Background: an optimization exercise with open tools, aiming at small area. Do not read the settings as production practice. In this exercise RTL edits were held to simulation tests only and were not proved equivalent to the original. Power figures rest on the tool's default switching activity, not on a simulated workload.

File: flow/design.v
`timescale 1ns/1ps
module ingress (
    input reset_n, clock, 
    input frame_n,valid_n,di, 
    output reg [2:0] address, 
    output reg [31:0] data,
    output reg dataValid
);
    integer count; 
    always @ (posedge clock) begin
        if(!reset_n) begin 
            count = 0;
            dataValid <= 0; 
        end
        else begin
            if(!frame_n && valid_n) begin 
                if(count <= 2) begin 
                    address[count] <= di; 
                    count = count + 1; 
                end
            end
            if(!valid_n) begin 
                data[count - 3] <= di; 
                count = count + 1; 
            end
            if(count > 32 && valid_n) begin 
                dataValid <= 1'b1; 
                count = count + 1; 
            end
            if(count == 37) begin 
                dataValid <= 1'b0;
                count = 0;  
            end
        end
    end
endmodule
`timescale 1ns/1ps
module selector(
    input reset_n, clk, dataValid,
    input [2:0] address, 
    input [31:0] datain, 
    input [7:0] grant,             
    output reg [255:0] dataout,    
    output reg [7:0] push          
);
    integer i; 
    reg [2:0] addr_q;
    reg [31:0] data_q;
    reg pending;
    always@(posedge clk) begin
        if(!reset_n) begin
            pending <= 1'b0;
        end
        else if(dataValid) begin
            pending <= 1'b1;
            addr_q <= address;
            data_q <= datain;
        end
        else if(grant[addr_q]) begin
            pending <= 1'b0;
        end
    end
    always@(*) begin 
        for(i = 0; i <= 7; i = i+1) begin 
            if(pending && (addr_q == i)) begin 
                dataout[32*i +: 32] = data_q; 
                push[i] = 1'b1;
            end
            else begin 
                dataout[32*i +: 32] = 32'b0; 
                push[i] = 1'b0; 
            end
        end
    end
endmodule
`timescale 1ns/1ps
module rf32 (ra, wa, wen, din, clk, dout);
input [3:0] ra, wa;
input wen;
input [31:0] din;
input clk;
output reg [31:0] dout;
reg [31:0] r [15:0];
wire [15:0] y;
integer i;
assign y[0] = (wa == 4'b0000) && wen;
assign y[1] = (wa == 4'b0001) && wen;
assign y[2] = (wa == 4'b0010) && wen;
assign y[3] = (wa == 4'b0011) && wen;
assign y[4] = (wa == 4'b0100) && wen;
assign y[5] = (wa == 4'b0101) && wen;
assign y[6] = (wa == 4'b0110) && wen;
assign y[7] = (wa == 4'b0111) && wen;
assign y[8] = (wa == 4'b1000) && wen;
assign y[9] = (wa == 4'b1001) && wen;
assign y[10] = (wa == 4'b1010) && wen;
assign y[11] = (wa == 4'b1011) && wen;
assign y[12] = (wa == 4'b1100) && wen;
assign y[13] = (wa == 4'b1101) && wen;
assign y[14] = (wa == 4'b1110) && wen;
assign y[15] = (wa == 4'b1111) && wen;
always @(posedge clk) begin
  for (i=0; i<16; i=i+1) 
    if (y[i]) r[i]<=din;
end
always @(*)
  begin
  dout <= r[ra];
  end
endmodule
`timescale 1ns/1ps
module fifo3(clk, resetn, din, push, pop, dout, empty, full, grant);
input clk;
input resetn;
input [255:0] din;     
input [7:0] push; 
input pop;
output [31:0] dout;
output reg empty;
output full;
output reg [7:0] grant;
reg [3:0] head, tail;
wire we;
reg pushreg; 
integer i; 
reg [31:0] datareg; 
rf32 m_rf32(tail, head, we, datareg, clk, dout);
always @(*) begin
  pushreg = 1'b0;
  grant = 8'b0;
  datareg = 32'b0;
  for (i = 0; i < 8; i = i + 1) begin
    if (push[i] && !pushreg) begin
      pushreg = 1'b1;
      grant[i] = 1'b1;
      datareg = din[32*i +: 32];
    end
  end
end
always @(posedge clk) begin
  if (resetn == 0) begin
    head <= 0;
    tail <= 0;
    empty <= 1;
  end
  else begin
    if(we) begin
      head <= head + 1;
    end 
    if (!empty & pop) begin
      tail <= tail + 1;
    end
    if (we && !(!empty & pop)) empty <= 0;
    else if (!we && (!empty & pop) && (tail + 4'd1 == head)) empty <= 1;
  end
end
assign full = ((head == tail) & !empty);
assign we = (!full & pushreg);
endmodule
`timescale 1ns/1ps
module egress (
    input [31:0] datain, 
    input empty, full, clk, reset_n, push,
    output reg dataout, 
    output reg pop,
    output reg frameo_n, valido_n
);
    integer i; 
    always@(posedge clk) begin 
        if(!reset_n) begin 
            dataout <= 1'b0; 
            i = 0; 
            frameo_n <= 1'b1; 
            valido_n <= 1'b1;
            pop <= 1'b0;  
        end
        else begin
            pop <= 1'b0;
            if(!empty && !pop) begin 
                if(i < 32) begin 
                    dataout <= datain[i]; 
                    frameo_n <= 1'b0; 
                    valido_n <= 1'b0; 
                    i = i + 1;
                end
                else begin 
                    frameo_n <= 1'b1; 
                    valido_n <= 1'b1; 
                    pop <= 1'b1; 
                    i = 0;
                end
            end
            else begin 
                frameo_n <= 1'b1; 
                valido_n <= 1'b1; 
            end
        end
    end  
endmodule
`timescale 1ns/1ps
module router( 
    input clock, reset_n, 
    input [7:0] frame_n,valid_n,di, 
    output [7:0] dout,valido_n,frameo_n
);
    wire [23:0] address;           
    wire [7:0] dataValid; 
    wire [7:0] full, empty; 
    wire [255:0] ingressOut;       
    wire [255:0] datafifo;         
    wire [2047:0] dataSel;         
    wire [63:0] pushSel;           
    wire [63:0] grantSel;          
    wire [7:0] pop;
    genvar i, j;
    generate 
        for (i = 0; i < 8; i = i + 1) begin : g_in
            ingress in (.reset_n(reset_n), .clock(clock), .frame_n(frame_n[i]), .valid_n(valid_n[i]), .di(di[i]), .address(address[3*i +: 3]), .data(ingressOut[32*i +: 32]), .dataValid(dataValid[i])); 
            selector s (.reset_n(reset_n), .clk(clock), .dataValid(dataValid[i]), .address(address[3*i +: 3]), .datain(ingressOut[32*i +: 32]), .grant(grantSel[8*i +: 8]), .dataout(dataSel[256*i +: 256]), .push(pushSel[8*i +: 8])); 
        end
        for (i = 0; i < 8; i = i + 1) begin : g_out
            wire [255:0] fifoIn;       
            wire [7:0] pushfifo;
            wire [7:0] grantfifo;
            for (j = 0; j < 8; j = j + 1) begin : g_cross
                assign fifoIn[32*j +: 32] = dataSel[256*j + 32*i +: 32];
                assign pushfifo[j] = pushSel[8*j + i];
                assign grantSel[8*j + i] = grantfifo[j];
            end
            fifo3 f (.clk(clock), .resetn(reset_n), .din(fifoIn), .push(pushfifo), .pop(pop[i]), .dout(datafifo[32*i +: 32]), .empty(empty[i]), .full(full[i]), .grant(grantfifo));
            egress e (.datain(datafifo[32*i +: 32]), .empty(empty[i]), .full(full[i]), .clk(clock), .reset_n(reset_n), .push(|pushfifo), .dataout(dout[i]), .pop(pop[i]), .frameo_n(frameo_n[i]), .valido_n(valido_n[i]));
        end
    endgenerate
endmodule
File: flow/run.sh
#!/bin/bash
# synth_recipe.tcl (not shown) runs the flow's synth.tcl, then flattens the netlist and writes it again
# the make line also repeats each setting of config.mk as NAME=value (left out here)
make -C /OpenROAD-flow-scripts/flow DESIGN_CONFIG=/design/flow/config.mk WORK_HOME=/design/flow/orfs CLKGATE_MAP_FILE= SYNTH_SCRIPT=/design/flow/synth_recipe.tcl finish
File: flow/config.mk
export PLATFORM = sky130hd
export DESIGN_NAME = router
export DESIGN_NICKNAME = router
export VERILOG_FILES = /design/flow/design.v
export SDC_FILE = /design/flow/constraint.sdc
export NUM_CORES = 8
export LEC_CHECK = 0
export CAP_MARGIN = 20
export CORE_MARGIN = 2
export CORE_UTILIZATION = 35
export SLEW_MARGIN = 30
File: flow/constraint.sdc
create_clock -name core_clock -period 12.0 [get_ports {clock}]
set_input_delay 2.4000 -clock core_clock [delete_from_list [all_inputs] [get_ports {clock}]]
set_output_delay 2.4000 -clock core_clock [all_outputs]
set_load 0.01 [all_outputs]
==> flow_summary.yaml <==
clock_network:
  post_cts_buffers: 0
  cts_root_buffer: "clkbuf_16"
  clk_pin_slew_ns: 0.06
  ctsResizeCount: 0
  cts_max_path_buffers: 4
  cts_max_level: 6
  cts_tree: "done"
  cts_hold_buf: 0
  cts_sinks: 5280
  cts_buffers: 562
  insertion_delay_ns: 1.12
detailed_routing:
  first_iter_violations: 28300
  drc: 0
  first_pass_iters: 8
  vias: 208000
  drtAntennaViolNets: 0
  via_per_inst: 6.29
  routed_wl_um: 997000
  wl_per_cell_um: 30.2
die:
  die_x_um: 870
  placementRows: 318
  start_util_pct: 35.1
  die_h_um: 870
  ioPinCount: 50
  core_sq_mm: 0.749
  die_area_sq_mm: 0.757
power_and_ir_drop:
  ir_drop_mv: 0.156
  power_density_mw_per_mm2: 150
  static-leakage-power_uw: 0.0930
  total_power_uw: 44200
setup_path:
  crit_required_ns: 12.93
  path_class: "in -> reg"
  crit_arrival_ns: 10.39
  endpoint_kind: "flip-flop"
  reg2reg_from: "g_in[7].in.count[20]"
  r2r_cells: 26
  cp-start-kind: "primary input"
  cp-startpoint: "valid_n[5]"
  cp_max_fo: 15
final_layout:
  fillers: 70800
  syn_to_final_growth_pct: 12.5
  layout.nets: 22700
  final_util_pct: 39.5
  final_cell_area_sq_mm: 0.295
  drive_gt1_share_pct: 11.3
sta:
  rsz0062_at_grt: "false"
  hold_viol_final: 0
  fmax_ghz: 0.106
  layout_worst_path_cycle_share_pct: 78.8
  fin_worst_skew_ns: 0.0849
  setup-violations-final: 0
  finalCriticalPeriod_ns: 9.46
  max_slew_margin_pct: 21.4
  slew_violations: 0
  finalSetupTns_ns: 0
  tightest_slew_ns: 1.18
global_route:
  antenna_found_initial: 35
  grt_pass1_vias: 194000
  grt_max_degree: 95
  grt_pass1_wl_um: 1420000
  track_usage_pct: 25.0
  globalRouteOverflowTotal: 0
synth:
  synth-compound-area-share_pct: 16.0
  synth_common_cells: "edfxtp_1 (4656), nor2_1 (1948), clkbuf_1 (1478)"
  synthArstFlopShare_pct: 0
  synthSimpleGateAreaFrac_pct: 15.6
  synth_top_family_by_area: "compound AO/OA/AOI/OAI gates"
  synth.distinct_cells: 115
  muxShareOfSynthArea_pct: 1.90
  syn_area_sq_mm: 0.263
  synth_most_common_cell: "edfxtp_1"
  synthXorXnorAreaFrac_pct: 4.86
  synth_top_area_cell: "edfxtp_1"
  synthTopCellsByArea: "edfxtp_1 (53%), dfxtp_1 (4.8%), a22oi_1 (3.9%)"
  synth_edf_count: 4656
  synthFlopType: "edfxtp_1"
  synth_seq_cells: 5280
  syn_area_per_cell_sq_um: 11.4
  synth.top_cell.area_share_pct: 53.3
  syn_inst: 23000
  yosysSeqAreaShare_pct: 58.0
  synthesis.nets: 23200
  synth_fa_ha_area_share_pct: 0.572
  yosysWarnings: 6
status:
  run_status: "complete, no violations"
place:
  placed_area_sq_mm: 0.276
  dpl.hpwl_um: 636000
  io_buffers: 49
  place_congestion: 1.01
hold_path:
  worstHoldStart: "g_in[3].in.address[2]"
  hold_path.class: "reg -> reg"
  min_delay_path_depth: 0
flow_run:
  drv_cap: 0
[cells in the final DEF (no fill, tap or decap), types with 618 or more instances in the layout]
| cell type | count |
|---|---|
| a21oi_1 | 696 |
| a221oi_1 | 629 |
| a22oi_1 | 1351 |
| buf_4 | 758 |
| dfxtp_1 | 622 |
| edfxtp_1 | 4656 |
| nand2_1 | 1329 |
| nand3_1 | 959 |
| nand4_1 | 826 |
| nor2_1 | 1816 |
| nor3_1 | 694 |
| o21ai_0 | 618 |
| xnor2_1 | 918 |
[logic make-up after synthesis]
group,Yosys count
AND/OR/NAND/NOR,7979
AO/OA/AOI/OAI,5712
flip-flops,5280
buffers and inverters,2067
XOR/XNOR,1454
multiplexers,435
adder cells (fa/ha/maj),120
[power breakdown]
group	total (uW)	switching [uW]	internal [uW]
logic	6340	4300	2030
clock network	17600	7650	9920
registers	20300	270	20000
total	44200	12200	32000
[registers in the layout (all words and copies together) (netlist names), 24 cells and up]
register and flops:
g_in.in.count 256, g_in.in.address 24, g_in.s.addr_q 24, g_out.f.m_rf32.r 4096, g_out.e.i 256, g_out.f.head 32
g_in.in.data 256, g_in.s.data_q 256, g_out.f.tail 32
[cell type report]
class / instances / area [sq um] / share of cell area, %
inverters: 207 / 785 / 0.266
flip-flops and latches: 5280 / 152000 / 51.6
well taps: 9920 / 12400 / 4.20
diodes: 21 / 52.6 / 0.0178
multi-input cells: 15700 / 105000 / 35.5
repair buffers: 835 / 6500 / 2.20
clock inverters: 335 / 3700 / 1.25
clock buffers: 689 / 14800 / 5.03
[per-layer routing]
layer | track usage [%] | vias to the layer above | part of all wire (%)
li1 | - | 89800 | -
met2 | 38.5 | 12200 | 44
met5 | 0 | - | 0.038
met1 | 33.9 | 103000 | 40
met4 | 9.99 | 14 | 4.8
met3 | 6.09 | 2091 | 11
[through the flow]
stage	cells	hold WS, ns	worst slack [ns]
floorplan	23000	0.420	3.30
global placement	31900	0.428	1.45
detailed placement	31900	0.429	1.72
CTS	32900	0.426	2.82
global route	33000	0.432	2.00
finish	33000	0.422	2.54
[path summary, 6_finish.rpt]
kind                                            end  slack [ns]
worst max-delay path            g_in[5].in.count[2]        2.54
worst min-delay path            g_in[3].s.addr_q[2]        0.42
worst max register to register  g_in[7].in.count[0]        2.87
worst min register to register  g_in[3].s.addr_q[2]        0.42
[worst max-delay path: stages]
cell and delay, ns:
clkdlybuf4s50_1 0.80, nor4b_1 0.67, nand4_1 0.19, nor4_1 0.28, a311oi_2 0.09, buf_4 0.25, inv_1 0.32, ha_1 0.24
nor2b_1 0.37, nand2_1 0.11, a21oi_1 0.24, o21ai_0 0.28, or3_1 0.42, a2111oi_0 0.89, o211ai_1 0.33, nor4_1 0.37
buf_4 0.19, nor4b_1 0.53, nand3_1 0.17, xor2_1 0.22, nand2_1 0.10, o41ai_1 0.76, nor2_1 0.13

-- re-timing with driven ports --
The flow's constraints put no driver on any port. The routed layout listed below was extracted and timed again, unchanged, in two steps. Step 1 assumes that a clkbuf_16 drives the clock port and a buf_2 every other input. Step 2 adds t to the input delays and takes it off the output delays; t is the mean of the earliest and latest rising clock arrival at the registers after step 1. Input paths then give back, and output paths get back, about the clock's delay inside the block. Slacks: no drivers / after step 1 / after step 2; pairs: no drivers / after step 1.
t (ns): 1.234
slack for setup (ns): 2.540 / 2.666 / 1.433
worst register clock-pin slew, ns: 0.07 / 0.07
pins driven straight from the clock port: 1
After both steps this run still meets setup and hold. For this run, drivers alone change the setup slack by +0.126 ns; drivers and shift together by -1.107 ns.
